This is an optimization exercise on Yosys and OpenROAD, whose aim is small area, a short achievable clock period and few clock cycles, not a production implementation. Function was checked by simulation only, so behaviour that the tests miss may differ from the original. The clock port is modelled as an ideal driver, which makes a skipped or thinned clock tree look cheaper than it is; a real chip needs a root buffer or a tree. Power is estimated from default activity; no workload was simulated.

==> inputs of branch nickel <==
==> flow/design.v <==
module linear_layer_with_mem #(
    parameter DATA_WIDTH    = 8,
    parameter W_WIDTH       = 8,
    parameter ACC_WIDTH     = 32,
    parameter ADDR_WIDTH    = 8,
    parameter DATABUS_WIDTH = 32,
    parameter N = 8,
    parameter M = 8
)(
    input  wire clk,
    input  wire rst,
    input  wire start,
    input  wire [ADDR_WIDTH-1:0] activ_base,
    input  wire [ADDR_WIDTH-1:0] weight_base,
    input  wire [ADDR_WIDTH-1:0] bias_base,
    input  wire [ADDR_WIDTH-1:0] output_base,
    output reg mem_w,
    output reg mem_sel,
    output reg done,
    output reg out_valid,
    output wire [ADDR_WIDTH-1:0]    address_bus,
    input  wire [DATABUS_WIDTH-1:0] data_bus_in,
    output wire [DATABUS_WIDTH-1:0] data_bus_out,
    input  wire                     ready
);
    localparam PH_IDLE = 3'b100, PH_ACT = 3'b000, PH_BIAS = 3'b001,
               PH_WGT = 3'b010, PH_OUT = 3'b011, PH_DONE = 3'b111;
    reg [2:0] phase;
    reg [2:0] i, j;        
    reg [3:0] st;          
    wire      busy = |st;
    reg       rdy_q, rdy_qq, rdy_q3;   
    reg [7:0]  act [0:7];
    reg [8:0]  wq;         
    reg [15:0] bl;         
    reg        pneg;       
    wire       psgn = bl[15];   
    reg [31:0] r;
    reg [7:0]  address;
    assign address_bus  = address;
    assign data_bus_out = r;
    wire xfer = mem_sel & ready;
    wire [2:0] trip = wq[2:0];
    wire [7:0] a = act[0];
    wire s_neg = trip[2] & ~(trip[1] & trip[0]);
    wire s_one = trip[1] ^ trip[0];
    wire s_two = (trip[2] & ~trip[1] & ~trip[0]) | (~trip[2] & trip[1] & trip[0]);
    wire [9:0] ppx = (({10{s_one}} & {{2{a[7]}}, a}) |
                      ({10{s_two}} & {a[7], a, 1'b0})) ^ {10{s_neg}};
    reg  [15:0] bsh;
    always @* begin
        bsh = ({16{st[0]}} & {{6{ppx[9]}}, ppx}) |
              ({16{st[1]}} & {{4{ppx[9]}}, ppx, {2{s_neg}}}) |
              ({16{st[2]}} & {{2{ppx[9]}}, ppx, {4{s_neg}}}) |
              ({16{st[3]}} & {ppx, {6{s_neg}}});
    end
    wire [15:0] bl_n   = busy ? bsh : 16'd0;
    wire        pneg_n = busy & s_neg;
    wire [15:0] lsum;
    wire        c16;
    llwm_add16 u_add (.a(r[15:0]), .b(bl), .ci(pneg), .s(lsum), .co(c16));
    wire [15:0] hpm;
    llwm_hi u_hi (.h(r[31:16]), .sgn(psgn), .o(hpm));
    wire [31:0] sum = {r[31:16] ^ (hpm & {16{c16 ^ psgn}}), lsum};
    reg [7:0] nbase;
    always @* begin
        case (phase[1:0])
            2'd0: nbase = activ_base;
            2'd1: nbase = bias_base;
            2'd2: nbase = weight_base;
            default: nbase = output_base;
        endcase
    end
    wire [5:0] off  = {i & {3{phase[1] & ~phase[0]}}, j | (i & {3{phase[0]}})};
    wire [5:0] offg = off & {6{rdy_q3}};
    wire [7:0] addr_n = (phase[2] | rdy_qq) ? nbase : address + {2'd0, offg};
    wire stopped = phase[2];
    wire [1:0] region = phase[1:0];
    wire last_w = (phase == PH_WGT) & (j == 3'd7);
    always @(posedge clk or posedge rst) begin
        if (rst) begin
            phase <= PH_IDLE;
            i <= 0; j <= 0; st <= 0;
            rdy_q <= 0; rdy_qq <= 0; rdy_q3 <= 0;
            mem_sel <= 0; mem_w <= 0;
            done <= 0; out_valid <= 0;
        end else begin
            rdy_q <= xfer;
            rdy_qq <= rdy_q;
            rdy_q3 <= rdy_qq;
            out_valid <= mem_w & (xfer | rdy_q);
            mem_w <= (phase == PH_OUT);
            st <= {st[2:0], xfer & (phase == PH_WGT)};
            if (xfer && phase == PH_OUT && i == 3'd7) done <= 1;
            if (stopped)
                mem_sel <= (region == 2'd0) & start;
            else
                mem_sel <= ~xfer & ~done & ~(rdy_q & last_w) & ~(rdy_qq & (region == 2'd3));
            if (stopped) begin
                if (region == 2'd0 && start) phase[2] <= 1'b0;
            end else if (rdy_q && region == 2'd3 && i == 3'd7)
                phase[2] <= 1'b1;
            if (!stopped && rdy_q) begin
                case (region)
                    2'd0: begin
                        j <= j + 3'd1;
                        if (j == 3'd7) phase[1:0] <= 2'd1;
                    end
                    2'd1: phase[1:0] <= 2'd2;
                    2'd2: begin
                        j <= j + 3'd1;
                        if (j == 3'd7) phase[1:0] <= 2'd3;
                    end
                    default: begin
                        i <= i + 3'd1;
                        if (i != 3'd7) phase[1:0] <= 2'd1;
                    end
                endcase
            end
        end
    end
    wire rot = st[3];
    wire act_ph = (phase == PH_ACT);
    wire act_last = rdy_q & (j == 3'd7);
    integer n;
    always @(posedge clk) begin
        address <= addr_n;
        wq <= busy ? {2'b00, wq[8:2]} : {data_bus_in[7:0], 1'b0};
        bl <= bl_n;
        pneg <= pneg_n;
        if (act_ph && !act_last)
            act[7] <= data_bus_in[7:0];
        else if (rot)
            act[7] <= act[0];
        if ((act_ph && rdy_q && !act_last) || rot)
            for (n = 0; n < 7; n = n + 1) act[n] <= act[n+1];
        r <= (phase == PH_BIAS && !rdy_q) ? data_bus_in : sum;
    end
endmodule
module llwm_add16 (
    input  wire [15:0] a,
    input  wire [15:0] b,
    input  wire        ci,
    output wire [15:0] s,
    output wire        co
);
    wire [15:0] g0 = a & b;
    wire [15:0] p0 = a ^ b;
    reg  [15:0] G, P;
    integer lv, n;
    always @* begin
        G = g0; P = p0;
        for (lv = 0; lv < 4; lv = lv + 1)
            for (n = 0; n < 16; n = n + 1)
                if ((n % (2 << lv)) == (2 << lv) - 1) begin
                    G[n] = G[n] | (P[n] & G[n - (1 << lv)]);
                    P[n] = P[n] & P[n - (1 << lv)];
                end
        for (lv = 2; lv >= 0; lv = lv - 1)
            for (n = 0; n < 16; n = n + 1)
                if ((n % (2 << lv)) == (1 << lv) - 1 && n >= (2 << lv)) begin
                    G[n] = G[n] | (P[n] & G[n - (1 << lv)]);
                    P[n] = P[n] & P[n - (1 << lv)];
                end
    end
    wire [16:0] c = {G | (P & {16{ci}}), ci};
    assign s  = p0 ^ c[15:0];
    assign co = c[16];
endmodule
module llwm_hi (
    input  wire [15:0] h,
    input  wire        sgn,
    output wire [15:0] o
);
    wire [15:0] t = h ^ {16{sgn}};
    wire [15:0] m;
    assign m[0] = 1'b1;
    genvar gi;
    generate for (gi = 1; gi < 16; gi = gi + 1) begin : pre
        assign m[gi] = m[gi-1] & t[gi-1];
    end endgenerate
    assign o = m;
endmodule
==> flow/flow/run.sh <==
#!/bin/bash
# Own layout flow: the standard ORFS flow (standard.sh; the synthesis is
# the standard one, run first on its own), with
#  - the make settings listed in flow/knobs.txt (one per line, @WORK@ stands
#    for the work folder): small port buffers and timing repair aimed past the
#    clock period;
#  - the clock tree built by flow/mycts.tcl instead of TritonCTS: the clock
#    port drives a few root cells, each driving some of the leaf cells, each
#    leaf driving the flip-flops of one region; every flip-flop has the same
#    cells on its clock path (two inverters: the clock keeps its polarity).
#    Only that call in a copy of ORFS's cts.tcl is changed.
# Each tool's full output goes to its ORFS log under orfs/logs/; make's own
# output goes to flow_make_*.log in the work folder.
set -euo pipefail
args=()
while IFS= read -r line; do
  [[ -z "$line" || "$line" == \#* ]] && continue
  args+=("${line//@WORK@/$PWD}")
done < flow/knobs.txt
bash standard.sh "${args[@]}" synth > flow_make_synth.log 2>&1
rm -rf myscripts
cp -r "$FLOW_HOME/scripts" myscripts
python3 - <<'PY'
p = 'myscripts/cts.tcl'
s = open(p).read()
old = 'log_cmd clock_tree_synthesis {*}$cts_args'
assert s.count(old) == 1
s = s.replace(old, 'source $::env(MYCTS_TCL)\nmy_cts_auto')
open(p, 'w').write(s)
PY
bash standard.sh "${args[@]}" "SCRIPTS_DIR=$PWD/myscripts" "MYCTS_TCL=$PWD/flow/mycts.tcl" finish > flow_make_finish.log 2>&1
# every port keeps its own buffer
FINAL_ODB=orfs/results/$FLOW_PLATFORM/linear_layer_with_mem/base/6_final.odb openroad -no_init -exit flow/check_ports.tcl > flow_check_ports.log 2>&1
==> flow/flow/check_ports.tcl <==
# Fail unless every signal port but the clock connects to exactly one cell,
# a buffer (as the standard flow leaves them).
read_db $::env(FINAL_ODB)
set block [ord::get_db_block]
set bad {}
foreach bt [$block getBTerms] {
  set net [$bt getNet]
  if {[$net getSigType] eq "POWER" || [$net getSigType] eq "GROUND"} { continue }
  if {[$bt getName] eq "clk"} { continue }
  set its [$net getITerms]
  set ok [expr {[llength $its] == 1}]
  foreach it $its {
    if {![string match "*buf*" [[[$it getInst] getMaster] getName]]} { set ok 0 }
  }
  if {!$ok} { lappend bad [$bt getName] }
}
if {[llength $bad] > 0} {
  puts "check_ports: ports without their own buffer: $bad"
  exit 1
}
puts "check_ports: every port has its own buffer"
==> flow/flow/knobs.txt <==
BUFFER_PORTS_ARGS=-buffer_cell sky130_fd_sc_hd__buf_1
SETUP_SLACK_MARGIN=8.15
SKIP_BUFFER_REMOVAL=1
MYCTS_NR=4
MYCTS_NL=8
MYCTS_ROOT=sky130_fd_sc_hd__clkinv_8
MYCTS_LEAF=sky130_fd_sc_hd__clkinv_8
==> flow/flow/mycts.tcl <==
# Clock tree built by hand: the clock port drives NR root buffers; each root
# drives its share of NL leaf buffers; each leaf drives the flip-flops of
# one region. Regions come from a size-balanced k-means on the flip-flop
# positions. With NR = 0 the port drives the leaf buffers directly.
proc mycts_kmeans {pts k} {
  set n [llength $pts]
  set cap [expr {int(ceil(double($n) / $k))}]
  set cent {}
  set xs [lsort -real -index 0 $pts]
  for {set c 0} {$c < $k} {incr c} { lappend cent [lindex $xs [expr {int(($c + 0.5) * $n / $k)}]] }
  for {set iter 0} {$iter < 40} {incr iter} {
    # balanced assignment: points in order of their best-distance advantage
    set cand {}
    set idx 0
    foreach p $pts {
      set ds {}
      for {set c 0} {$c < $k} {incr c} {
        set q [lindex $cent $c]
        lappend ds [list $c [expr {abs([lindex $p 0]-[lindex $q 0]) + abs([lindex $p 1]-[lindex $q 1])}]]
      }
      set ds [lsort -real -index 1 $ds]
      set gap [expr {$k > 1 ? [lindex $ds 1 1] - [lindex $ds 0 1] : 0}]
      lappend cand [list $idx $gap $ds]
      incr idx
    }
    set cand [lsort -real -decreasing -index 1 $cand]
    set cnt [lrepeat $k 0]
    set asg [lrepeat $n 0]
    foreach cd $cand {
      foreach d [lindex $cd 2] {
        set c [lindex $d 0]
        if {[lindex $cnt $c] < $cap} {
          lset asg [lindex $cd 0] $c
          lset cnt $c [expr {[lindex $cnt $c] + 1}]
          break
        }
      }
    }
    set newc {}
    for {set c 0} {$c < $k} {incr c} {
      set xl {}; set yl {}
      foreach p $pts a $asg { if {$a == $c} { lappend xl [lindex $p 0]; lappend yl [lindex $p 1] } }
      if {[llength $xl] > 0} {
        set xl [lsort -real $xl]; set yl [lsort -real $yl]
        set m [expr {[llength $xl] / 2}]
        lappend newc [list [lindex $xl $m] [lindex $yl $m]]
      } else { lappend newc [lindex $cent $c] }
    }
    set cent $newc
  }
  return [list $asg $cent]
}

proc mycts_inst_center {inst} {
  set b [$inst getBBox]
  return [list [expr {([$b xMin]+[$b xMax])/2.0}] [expr {([$b yMin]+[$b yMax])/2.0}]]
}

proc mycts_add_buf {block master name innet x y} {
  set inst [odb::dbInst_create $block $master $name]
  set net [odb::dbNet_create $block "${name}_net"]
  $net setSigType CLOCK
  [$inst findITerm A] connect $innet
  set out [$inst findITerm X]
  if {$out eq "NULL"} { set out [$inst findITerm Y] }
  $out connect $net
  # place with the cell centred on (x, y)
  set w [[$inst getMaster] getWidth]
  set h [[$inst getMaster] getHeight]
  $inst setLocation [expr {int($x - $w/2)}] [expr {int($y - $h/2)}]
  $inst setPlacementStatus PLACED
  return [list $inst $net]
}

proc my_cts {nr nl root_master leaf_master {clkname clk}} {
  set db [ord::get_db]
  set block [ord::get_db_block]
  set rm [$db findMaster $root_master]
  set lm [$db findMaster $leaf_master]
  set clknet [$block findNet $clkname]
  set sinks {}
  set pts {}
  foreach it [$clknet getITerms] {
    set inst [$it getInst]
    if {[[$inst getMaster] isSequential]} {
      lappend sinks $it
      lappend pts [mycts_inst_center $inst]
    }
  }
  lassign [mycts_kmeans $pts $nl] asg cent
  # roots
  set rootnets {}
  set rasg {}
  if {$nr > 0} {
    lassign [mycts_kmeans $cent $nr] rasg rcent
    for {set r 0} {$r < $nr} {incr r} {
      set q [lindex $rcent $r]
      lassign [mycts_add_buf $block $rm "mycts_root_$r" $clknet [lindex $q 0] [lindex $q 1]] inst net
      lappend rootnets $net
    }
  }
  for {set c 0} {$c < $nl} {incr c} {
    set q [lindex $cent $c]
    set innet $clknet
    if {$nr > 0} { set innet [lindex $rootnets [lindex $rasg $c]] }
    lassign [mycts_add_buf $block $lm "mycts_leaf_$c" $innet [lindex $q 0] [lindex $q 1]] inst net
    set cnt 0
    foreach it $sinks a $asg { if {$a == $c} { $it disconnect; $it connect $net; incr cnt } }
    puts "mycts: leaf $c at $q drives $cnt flip-flops"
  }
}

# Called from the patched cts.tcl in place of clock_tree_synthesis.
proc my_cts_auto {} {
  my_cts $::env(MYCTS_NR) $::env(MYCTS_NL) $::env(MYCTS_ROOT) $::env(MYCTS_LEAF)
}
==> flow/standard.sh <==
#!/bin/bash
# synth_recipe.tcl (not shown) runs the flow's synth.tcl, then flattens the netlist and writes it again
# the make line also repeats each setting of config.mk as NAME=value (left out here)
make -C /OpenROAD-flow-scripts/flow DESIGN_CONFIG=/design/flow/config.mk WORK_HOME=/design/flow/orfs CLKGATE_MAP_FILE= SYNTH_SCRIPT=/design/flow/synth_recipe.tcl "${@:-finish}"
==> flow/config.mk <==
export PLATFORM = sky130hd
export DESIGN_NAME = linear_layer_with_mem
export DESIGN_NICKNAME = linear_layer_with_mem
export VERILOG_FILES = /design/flow/design.v
export SDC_FILE = /design/flow/constraint.sdc
export NUM_CORES = 8
export LEC_CHECK = 0
export ABC_AREA = 1
export CAP_MARGIN = 20
export CORE_MARGIN = 2
export CORE_UTILIZATION = 65
export SLEW_MARGIN = 20
export TNS_END_PERCENT = 5
==> flow/constraint.sdc <==
create_clock -name core_clock -period 11.0 [get_ports {clk}]
set_input_delay 2.2000 -clock core_clock [delete_from_list [all_inputs] [get_ports {clk}]]
set_output_delay 2.2000 -clock core_clock [all_outputs]
set_load 0.01 [all_outputs]
==> branch xenon (differences from branch nickel) <==
--- a/flow/design.v
+++ b/flow/design.v
@@ -28,12 +28,13 @@
     reg [2:0] phase;
     reg [2:0] i, j;        
-    reg [3:0] st;          
-    wire      busy = |st;
+    reg [1:0] k;           
+    reg       busy;        
     reg       rdy_q, rdy_qq, rdy_q3;   
+    reg       ov1;
     reg [7:0]  act [0:7];
-    reg [8:0]  wq;         
+    reg [6:0]  wq;         
     reg [15:0] bl;         
     reg        pneg;       
-    wire       psgn = bl[15];   
+    reg        psgn;       
     reg [31:0] r;
     reg [7:0]  address;
@@ -41,20 +42,33 @@
     assign data_bus_out = r;
     wire xfer = mem_sel & ready;
+    wire [7:0] a = act[0];
+    wire [9:0] ax = {{2{a[7]}}, a};
+    wire [1:0] w = data_bus_in[1:0];
+    reg  [9:0] ppx0;
+    always @* begin
+        case (w)
+            2'd0: ppx0 = 10'd0;
+            2'd1: ppx0 = ax;
+            2'd2: ppx0 = ~{ax[8:0], 1'b0};
+            default: ppx0 = ~ax;
+        endcase
+    end
     wire [2:0] trip = wq[2:0];
-    wire [7:0] a = act[0];
     wire s_neg = trip[2] & ~(trip[1] & trip[0]);
     wire s_one = trip[1] ^ trip[0];
     wire s_two = (trip[2] & ~trip[1] & ~trip[0]) | (~trip[2] & trip[1] & trip[0]);
-    wire [9:0] ppx = (({10{s_one}} & {{2{a[7]}}, a}) |
-                      ({10{s_two}} & {a[7], a, 1'b0})) ^ {10{s_neg}};
+    wire [9:0] ppx = (({10{s_one}} & ax) | ({10{s_two}} & {ax[8:0], 1'b0})) ^ {10{s_neg}};
     reg  [15:0] bsh;
     always @* begin
-        bsh = ({16{st[0]}} & {{6{ppx[9]}}, ppx}) |
-              ({16{st[1]}} & {{4{ppx[9]}}, ppx, {2{s_neg}}}) |
-              ({16{st[2]}} & {{2{ppx[9]}}, ppx, {4{s_neg}}}) |
-              ({16{st[3]}} & {ppx, {6{s_neg}}});
-    end
-    wire [15:0] bl_n   = busy ? bsh : 16'd0;
-    wire        pneg_n = busy & s_neg;
+        case (k)
+            2'd0: bsh = {{4{ppx[9]}}, ppx, {2{s_neg}}};
+            2'd1: bsh = {{2{ppx[9]}}, ppx, {4{s_neg}}};
+            default: bsh = {ppx, {6{s_neg}}};
+        endcase
+    end
+    wire new_w = xfer & (phase == PH_WGT);
+    wire [15:0] bl_n   = new_w ? {{6{ppx0[9]}}, ppx0} : busy ? bsh : 16'd0;
+    wire        pneg_n = new_w ? w[1] : busy & s_neg;
+    wire        psgn_n = new_w ? ppx0[9] : busy & ppx[9];
     wire [15:0] lsum;
     wire        c16;
@@ -75,50 +89,54 @@
     wire [5:0] offg = off & {6{rdy_q3}};
     wire [7:0] addr_n = (phase[2] | rdy_qq) ? nbase : address + {2'd0, offg};
-    wire stopped = phase[2];
-    wire [1:0] region = phase[1:0];
-    wire last_w = (phase == PH_WGT) & (j == 3'd7);
     always @(posedge clk or posedge rst) begin
         if (rst) begin
             phase <= PH_IDLE;
-            i <= 0; j <= 0; st <= 0;
-            rdy_q <= 0; rdy_qq <= 0; rdy_q3 <= 0;
+            i <= 0; j <= 0; k <= 0;
+            busy <= 0; rdy_q <= 0; rdy_qq <= 0; rdy_q3 <= 0;
             mem_sel <= 0; mem_w <= 0;
-            done <= 0; out_valid <= 0;
+            done <= 0; out_valid <= 0; ov1 <= 0;
         end else begin
             rdy_q <= xfer;
             rdy_qq <= rdy_q;
             rdy_q3 <= rdy_qq;
-            out_valid <= mem_w & (xfer | rdy_q);
+            ov1 <= xfer & mem_w;
+            out_valid <= (xfer & mem_w) | ov1;
             mem_w <= (phase == PH_OUT);
-            st <= {st[2:0], xfer & (phase == PH_WGT)};
+            if (busy) begin
+                k <= (k == 2'd2) ? 2'd0 : k + 2'd1;
+                if (k == 2'd2) busy <= 0;
+            end
+            if (xfer && phase == PH_WGT) busy <= 1;
             if (xfer && phase == PH_OUT && i == 3'd7) done <= 1;
-            if (stopped)
-                mem_sel <= (region == 2'd0) & start;
+            if (phase == PH_IDLE)
+                mem_sel <= start;
+            else if (phase != PH_DONE && !done)
+                mem_sel <= ~xfer;
             else
-                mem_sel <= ~xfer & ~done & ~(rdy_q & last_w) & ~(rdy_qq & (region == 2'd3));
-            if (stopped) begin
-                if (region == 2'd0 && start) phase[2] <= 1'b0;
-            end else if (rdy_q && region == 2'd3 && i == 3'd7)
-                phase[2] <= 1'b1;
-            if (!stopped && rdy_q) begin
-                case (region)
-                    2'd0: begin
-                        j <= j + 3'd1;
-                        if (j == 3'd7) phase[1:0] <= 2'd1;
-                    end
-                    2'd1: phase[1:0] <= 2'd2;
-                    2'd2: begin
-                        j <= j + 3'd1;
-                        if (j == 3'd7) phase[1:0] <= 2'd3;
-                    end
-                    default: begin
-                        i <= i + 3'd1;
-                        if (i != 3'd7) phase[1:0] <= 2'd1;
-                    end
-                endcase
-            end
+                mem_sel <= 0;
+            case (phase)
+                PH_IDLE: if (start) phase <= PH_ACT;
+                PH_DONE: ;
+                default: if (rdy_q) begin
+                    case (phase)
+                        PH_ACT: begin
+                            j <= j + 3'd1;
+                            if (j == 3'd7) phase <= PH_BIAS;
+                        end
+                        PH_BIAS: phase <= PH_WGT;
+                        PH_WGT: begin
+                            j <= j + 3'd1;
+                            if (j == 3'd7) phase <= PH_OUT;
+                        end
+                        default: begin
+                            i <= i + 3'd1;
+                            phase <= (i == 3'd7) ? PH_DONE : PH_BIAS;
+                        end
+                    endcase
+                end
+            endcase
         end
     end
-    wire rot = st[3];
+    wire rot = busy & (k == 2'd2);
     wire act_ph = (phase == PH_ACT);
     wire act_last = rdy_q & (j == 3'd7);
@@ -126,7 +144,8 @@
     always @(posedge clk) begin
         address <= addr_n;
-        wq <= busy ? {2'b00, wq[8:2]} : {data_bus_in[7:0], 1'b0};
+        wq <= busy ? {2'b00, wq[6:2]} : data_bus_in[7:1];
         bl <= bl_n;
         pneg <= pneg_n;
+        psgn <= psgn_n;
         if (act_ph && !act_last)
             act[7] <= data_bus_in[7:0];
--- a/flow/flow/run.sh
+++ b/flow/flow/run.sh
@@ -6,8 +6,7 @@
 #    clock period;
 #  - the clock tree built by flow/mycts.tcl instead of TritonCTS: the clock
-#    port drives a few root cells, each driving some of the leaf cells, each
-#    leaf driving the flip-flops of one region; every flip-flop has the same
-#    cells on its clock path (two inverters: the clock keeps its polarity).
-#    Only that call in a copy of ORFS's cts.tcl is changed.
+#    port drives a few clkbuf_16 cells, each driving the flip-flops of one
+#    region, all with the same number of buffers on the clock path. Only that
+#    call in a copy of ORFS's cts.tcl is changed.
 # Each tool's full output goes to its ORFS log under orfs/logs/; make's own
 # output goes to flow_make_*.log in the work folder.
==> flow/flow/knobs.txt (replaced) <==
BUFFER_PORTS_ARGS=-buffer_cell sky130_fd_sc_hd__buf_1
SETUP_SLACK_MARGIN=8.0
SKIP_BUFFER_REMOVAL=1
MYCTS_NR=4
MYCTS_NL=8
MYCTS_ROOT=sky130_fd_sc_hd__buf_8
MYCTS_LEAF=sky130_fd_sc_hd__clkbuf_16
POST_GLOBAL_PLACE_TCL=@WORK@/flow/post_gpl.tcl
OUTBUF_CELL=sky130_fd_sc_hd__buf_4
--- a/flow/flow/mycts.tcl
+++ b/flow/flow/mycts.tcl
@@ -62,7 +62,5 @@
   $net setSigType CLOCK
   [$inst findITerm A] connect $innet
-  set out [$inst findITerm X]
-  if {$out eq "NULL"} { set out [$inst findITerm Y] }
-  $out connect $net
+  [$inst findITerm X] connect $net
   # place with the cell centred on (x, y)
   set w [[$inst getMaster] getWidth]
==> flow/flow/post_gpl.tcl (new file) <==
# Resize the output ports' buffers (inserted by buffer_ports) to OUTBUF_CELL.
set block [ord::get_db_block]
set n 0
foreach bt [$block getBTerms] {
  if {[$bt getIoType] ne "OUTPUT"} { continue }
  foreach it [[$bt getNet] getITerms] {
    set inst [$it getInst]
    if {[string match "*buf*" [[$inst getMaster] getName]]} {
      replace_cell [get_cells [$inst getName]] $::env(OUTBUF_CELL)
      incr n
    }
  }
}
puts "post_gpl: $n output buffers are now $::env(OUTBUF_CELL)"
Settings changed: TNS_END_PERCENT 5 to unset.
==> branch delta (differences from branch nickel) <==
==> flow/flow/knobs.txt (replaced) <==
BUFFER_PORTS_ARGS=-buffer_cell sky130_fd_sc_hd__buf_1
SETUP_SLACK_MARGIN=8.08
SKIP_BUFFER_REMOVAL=1
MYCTS_NR=4
MYCTS_NL=8
MYCTS_ROOT=sky130_fd_sc_hd__clkinv_8
MYCTS_LEAF=sky130_fd_sc_hd__clkinv_8
Settings changed: ABC_AREA 1 to unset, TNS_END_PERCENT 5 to unset.
==> run notes <==
In critical path depth, branch nickel and branch xenon do not differ. Sequential share of layout area: branch xenon is lower than branch delta (4.5 points). The highest total power belongs to branch nickel, the lowest to branch xenon. In sequential power, branch nickel and branch delta hardly differ. In branch nickel the clock skew is lower than in branch delta, by 0.013 ns. Against branch nickel, the routed wire length of branch delta is lower by 6.5%.
==> figures <==
|  | branch delta | branch xenon | branch nickel |
|---|---|---|---|
| Outcome | complete, no violations | complete, no violations | complete, no violations |
| Final sequential cell count | 149 | 147 | 149 |
| Row Count | 37 | 38 | 37 |
| Layout multi-input combinational cell count | 422 | 562 | 512 |
| Launch point of the worst hold path | act[3][7] | rdy_qq | act[1][2] |
| Chip width | 107 µm | 109 µm | 108 µm |
| Multi-input combinational cell area | 0.00301 mm² | 0.00309 mm² | 0.00285 mm² |
| Tap Cells | 136 | 140 | 136 |
| Average wire length per cell after detail routing | 15.9 µm | 14.8 µm | 14.1 µm |
| Final weighted congestion of routability-driven global placement | 0.819 | - | 0.836 |
| Non-clock inverter count | 30 | 105 | 112 |
| Postcts setup bufs | 0 | 7 | 0 |
| Most common cell after layout, fill and taps aside | buf_1 | nand2_1 | nand2_1 |
Testbench counts of branch nickel, summed over its fixed seeds: cycles 85,824.
Testbench counts of branch xenon, summed over its fixed seeds: cycles 84,288.
Testbench counts of branch delta, summed over its fixed seeds: cycles 85,824.
No run of this note takes its clock network from TritonCTS; it comes from the design's own scripts or RTL.

==> separate check: timing with driven ports <==
Ports are ideal in the flow. The routed layouts listed here were re-timed in OpenROAD. Step 1: set_driving_cell puts a clkbuf_16 on clk and a buf_2 on each other input, an assumption about the parent block. Step 2, shift: input delay + t, output delay - t, t = (earliest + latest rising clock arrival at the registers) / 2. This alone moves slack from input paths to output paths. Three values: no drivers, after step 1, after step 2; two values: the first two.
run | t, ns | slack for setup (ns) | worst data-port slew with drivers (ns)
branch nickel | 0.272 | 8.082 / 7.945 / 8.157 | 0.05
branch xenon | 0.338 | 8.003 / 7.916 / 7.928 | 0.05
branch delta | 0.277 | 7.930 / 7.950 / 7.771 | 0.06
After both steps every run listed still meets setup and hold. The setup slack of branch delta, which loses most, moves by +0.020 ns with the drivers and by -0.159 ns with both steps.
